This is an optimization exercise on Yosys and OpenROAD, whose aim is a short achievable clock period and few clock cycles, not a production implementation.
In this exercise RTL edits were held to simulation tests only and were not proved equivalent to the original.
No activity file was given, so power comes from the tool's default toggle rates.

alpha:
Design pipeline_top, start of the top module:
module pipeline_top (
    input clk, rstn,
    output reg halt_out,
    output [31:0] imem_addr,
    input [31:0] imem_rdata,
    output [31:0] dmem_addr,
    output [31:0] dmem_wdata,
    output [1:0] dmem_size,
    output dmem_we,
    input [31:0] dmem_rdata
);
export LEC_CHECK = 0
export CAP_MARGIN = 40
export CORE_MARGIN = 2
export CORE_UTILIZATION = 45
export GPL_ROUTABILITY_DRIVEN = 1
export GPL_TIMING_DRIVEN = 1
export SLEW_MARGIN = 40
export SYNTH_HIERARCHICAL = 1
create_clock -name core_clock -period 30.0 [get_ports {clk}]
standard.sh (not shown) runs the stock make flow with config.mk's settings and CLKGATE_MAP_FILE= SYNTH_SCRIPT=/design/flow/synth_recipe.tcl, a recipe that flattens the netlist after the stock synthesis.
==> flow/flow/run.sh <==
#!/bin/bash
# The standard layout, with fast buffers (instead of the default pick, a delay
# cell) on the input and output ports. make's output goes to make.log here.
set -euo pipefail
bash standard.sh finish "BUFFER_PORTS_ARGS=-buffer_cell sky130_fd_sc_hd__buf_4" > make.log 2>&1
Testbench counts of alpha, summed over its fixed seeds: cycles 40,375.
Relative to alpha, the following input files were edited for beta:
diff --git a/flow/design.v b/flow/design.v
--- a/flow/design.v
+++ b/flow/design.v
@@ -1232,23 +1232,22 @@
     output [31:0] dmem_addr,
     output [31:0] dmem_wdata,
     output [1:0] dmem_size,
     output dmem_we,
     input [31:0] dmem_rdata
 );
 reg  [9:0]  pc_f;             
 reg  [9:0]  ia_f;             
 reg         lc_v;
 reg  [4:0]  lc_rd;
 reg  [11:0] lc_val;
-reg  [11:0] jv_d;             
 reg         kc_v;
 reg  [4:0]  kc_rd;
 reg  [31:0] kc_val;
 reg         v_d;
 reg  [31:0] ir_d;
 reg  [9:0]  pc_d;
 reg         pt_d;             
 reg  [31:1] sel1_d, sel2_d;   
 reg         eq1e, eq1m, eq1w, eq2e, eq2m, eq2w;
 reg         v_e, wr_e, ld_e, st_e, mul_e, halt_e;
 reg  [4:0]  rd_e;
@@ -1383,23 +1382,23 @@
 wire br_pred_d = pt_d;                              
 wire br_take_d = br_fast_d ? br_cond_d : br_pred_d;
 wire [9:0] pc1_d   = pc_d + 10'd1;
 wire [9:0] brtgt_d = pc_d + {ir_d[7], ir_d[30:25], ir_d[11:9]};
 wire [9:0] jtgt_d  = pc_d + {ir_d[19:12], ir_d[20], ir_d[30:22]};
 wire [11:0] jrsum_d = f1_d[11:0] + ir_d[31:20];
 wire [9:0] jrtgt_d = jrsum_d[11:2];
 wire take_d = is_jal_d | is_jalr_d | (is_br_d & br_take_d);
 wire d_ok    = v_d & ~e_mis & ~stopped;
 wire d_stall = v_d & ~stopped & d_wait;         
 wire d_go    = d_ok & ~d_wait;                  
-wire jr_ok   = pt_d & (f1_d[11:0] == jv_d);         
+wire jr_ok   = pt_d & (jrtgt_d == pc_f);            
 wire d_redir = d_go & (is_jalr_d ? ~jr_ok : (take_d ^ pt_d));
 wire d_halt  = d_go & is_halt_d;
 wire d_end   = v_d & ~stopped & ~d_wait & is_halt_d;    
 wire        d_const = v_d & ~stopped & (is_lui_d | is_auipc_d) & (rd_d != 5'd0);
 wire        d_kill  = v_d & ~stopped & wr_d & (rd_d == lc_rd);
 wire        lk_v    = d_const | (lc_v & ~d_kill);
 wire [4:0]  lk_rd   = d_const ? rd_d : lc_rd;
 wire [11:0] lk_val  = d_const ? (is_auipc_d ? {pc_d, 2'b00} : 12'd0) : lc_val;
 wire [9:0]  pc_nxt, ia_nxt;    
 wire        pt_f;              
 wire        d_addi  = v_d & ~stopped & is_opi_d & (f3_d == 3'd0) & (rd_d != 5'd0);
@@ -1456,41 +1455,39 @@
         pc_f <= 10'd0;
         lc_v <= 1'b0;
         lc_rd <= 5'd0;
         lc_val <= 12'd0;
         kc_v <= 1'b0;
         kc_rd <= 5'd0;
         kc_val <= 32'd0;
         v_d <= 1'b0;
         ir_d <= 32'b0;
         pc_d <= 10'd0;
         pt_d <= 1'b0;
-        jv_d <= 12'd0;
         sel1_d <= 31'b0;
         sel2_d <= 31'b0;
         eq1e <= 1'b0; eq1m <= 1'b0; eq1w <= 1'b0;
         eq2e <= 1'b0; eq2m <= 1'b0; eq2w <= 1'b0;
         v_e <= 1'b0; wr_e <= 1'b0; ld_e <= 1'b0; st_e <= 1'b0; mul_e <= 1'b0;
         halt_e <= 1'b0; chk_e <= 1'b0;
         rd_e <= 5'd0;
         fa_w_e <= 1'b0; fb_w_e <= 1'b0;
         wr_m <= 1'b0; ld_m <= 1'b0; mul_m <= 1'b0; rd_m <= 5'd0;
         wr_w <= 1'b0; rd_w <= 5'd0;
         stopped <= 1'b0;
     end else begin
         pc_f <= pc_nxt;
         if (~f_hold) begin
             ir_d <= imem_rdata;
             pc_d <= pc_f;
             pt_d <= pt_f;
-            jv_d <= lk_val;
             eq1e <= wr_d & (rd_d == imem_rdata[19:15]);
             eq2e <= wr_d & (rd_d == imem_rdata[24:20]);
             eq1m <= v_e & wr_e & (rd_e == imem_rdata[19:15]);
             eq2m <= v_e & wr_e & (rd_e == imem_rdata[24:20]);
             eq1w <= wr_m & (rd_m == imem_rdata[19:15]);
             eq2w <= wr_m & (rd_m == imem_rdata[24:20]);
             for (r = 1; r < 32; r = r + 1) begin
                 sel1_d[r] <= imem_rdata[19:15] == r;
                 sel2_d[r] <= imem_rdata[24:20] == r;
             end
         end
Findings:
- Synthesized area per cell was higher in the run labelled beta.
- Smallest hold slack delta (beta − alpha): favourable
- On flip-flop and latch count after synthesis: between alpha and beta, it ends up higher for alpha.
- Overall power after layout (lower): alpha
- alpha → beta: worst-case setup margin in the final layout lost 0.39 ns, area of the die dropped 0.87%, met1 capacity usage during global routing dropped 2.8 points.
- Diff alpha -> beta: slack of the worst reg-to-reg path down 0.39 ns, non-clock buffer share of cell area fell 0.25 points, non-clock buffer count dropped about 6%, number of clock buffers in the layout dropped about 4%, combinational group share of total power rose 4.4 points.
Testbench counts of beta, summed over its fixed seeds: cycles 40,375.

port drivers added, routing unchanged:
The flow's constraints put no driver on any port. The routed layouts listed below were extracted and timed again, unchanged, in two steps.
Step 1 sets driving cells, clkbuf_16 on the clock port and buf_2 on the other inputs (assumed; they add their load-dependent delay and slew).
Step 2 moves the port delays by t, midway between the first and last clock arrival at a register: inputs arrive t later, outputs are due t later. That takes back most of the time a late clock gives input paths.
a / b / c = no drivers / after step 1 / after step 2; a / b = the first two.
run | t, ns | slack for setup (ns) | clock arrival spread, ns
alpha | 0.960 | 22.398 / 22.398 / 21.533 | 0.062 / 0.062
beta | 0.958 | 22.005 / 22.005 / 21.405 | 0.062 / 0.062
After both steps every run listed still meets setup and hold. For alpha, which loses most, drivers alone change the setup slack by 0.000 ns; drivers and shift together by -0.865 ns.
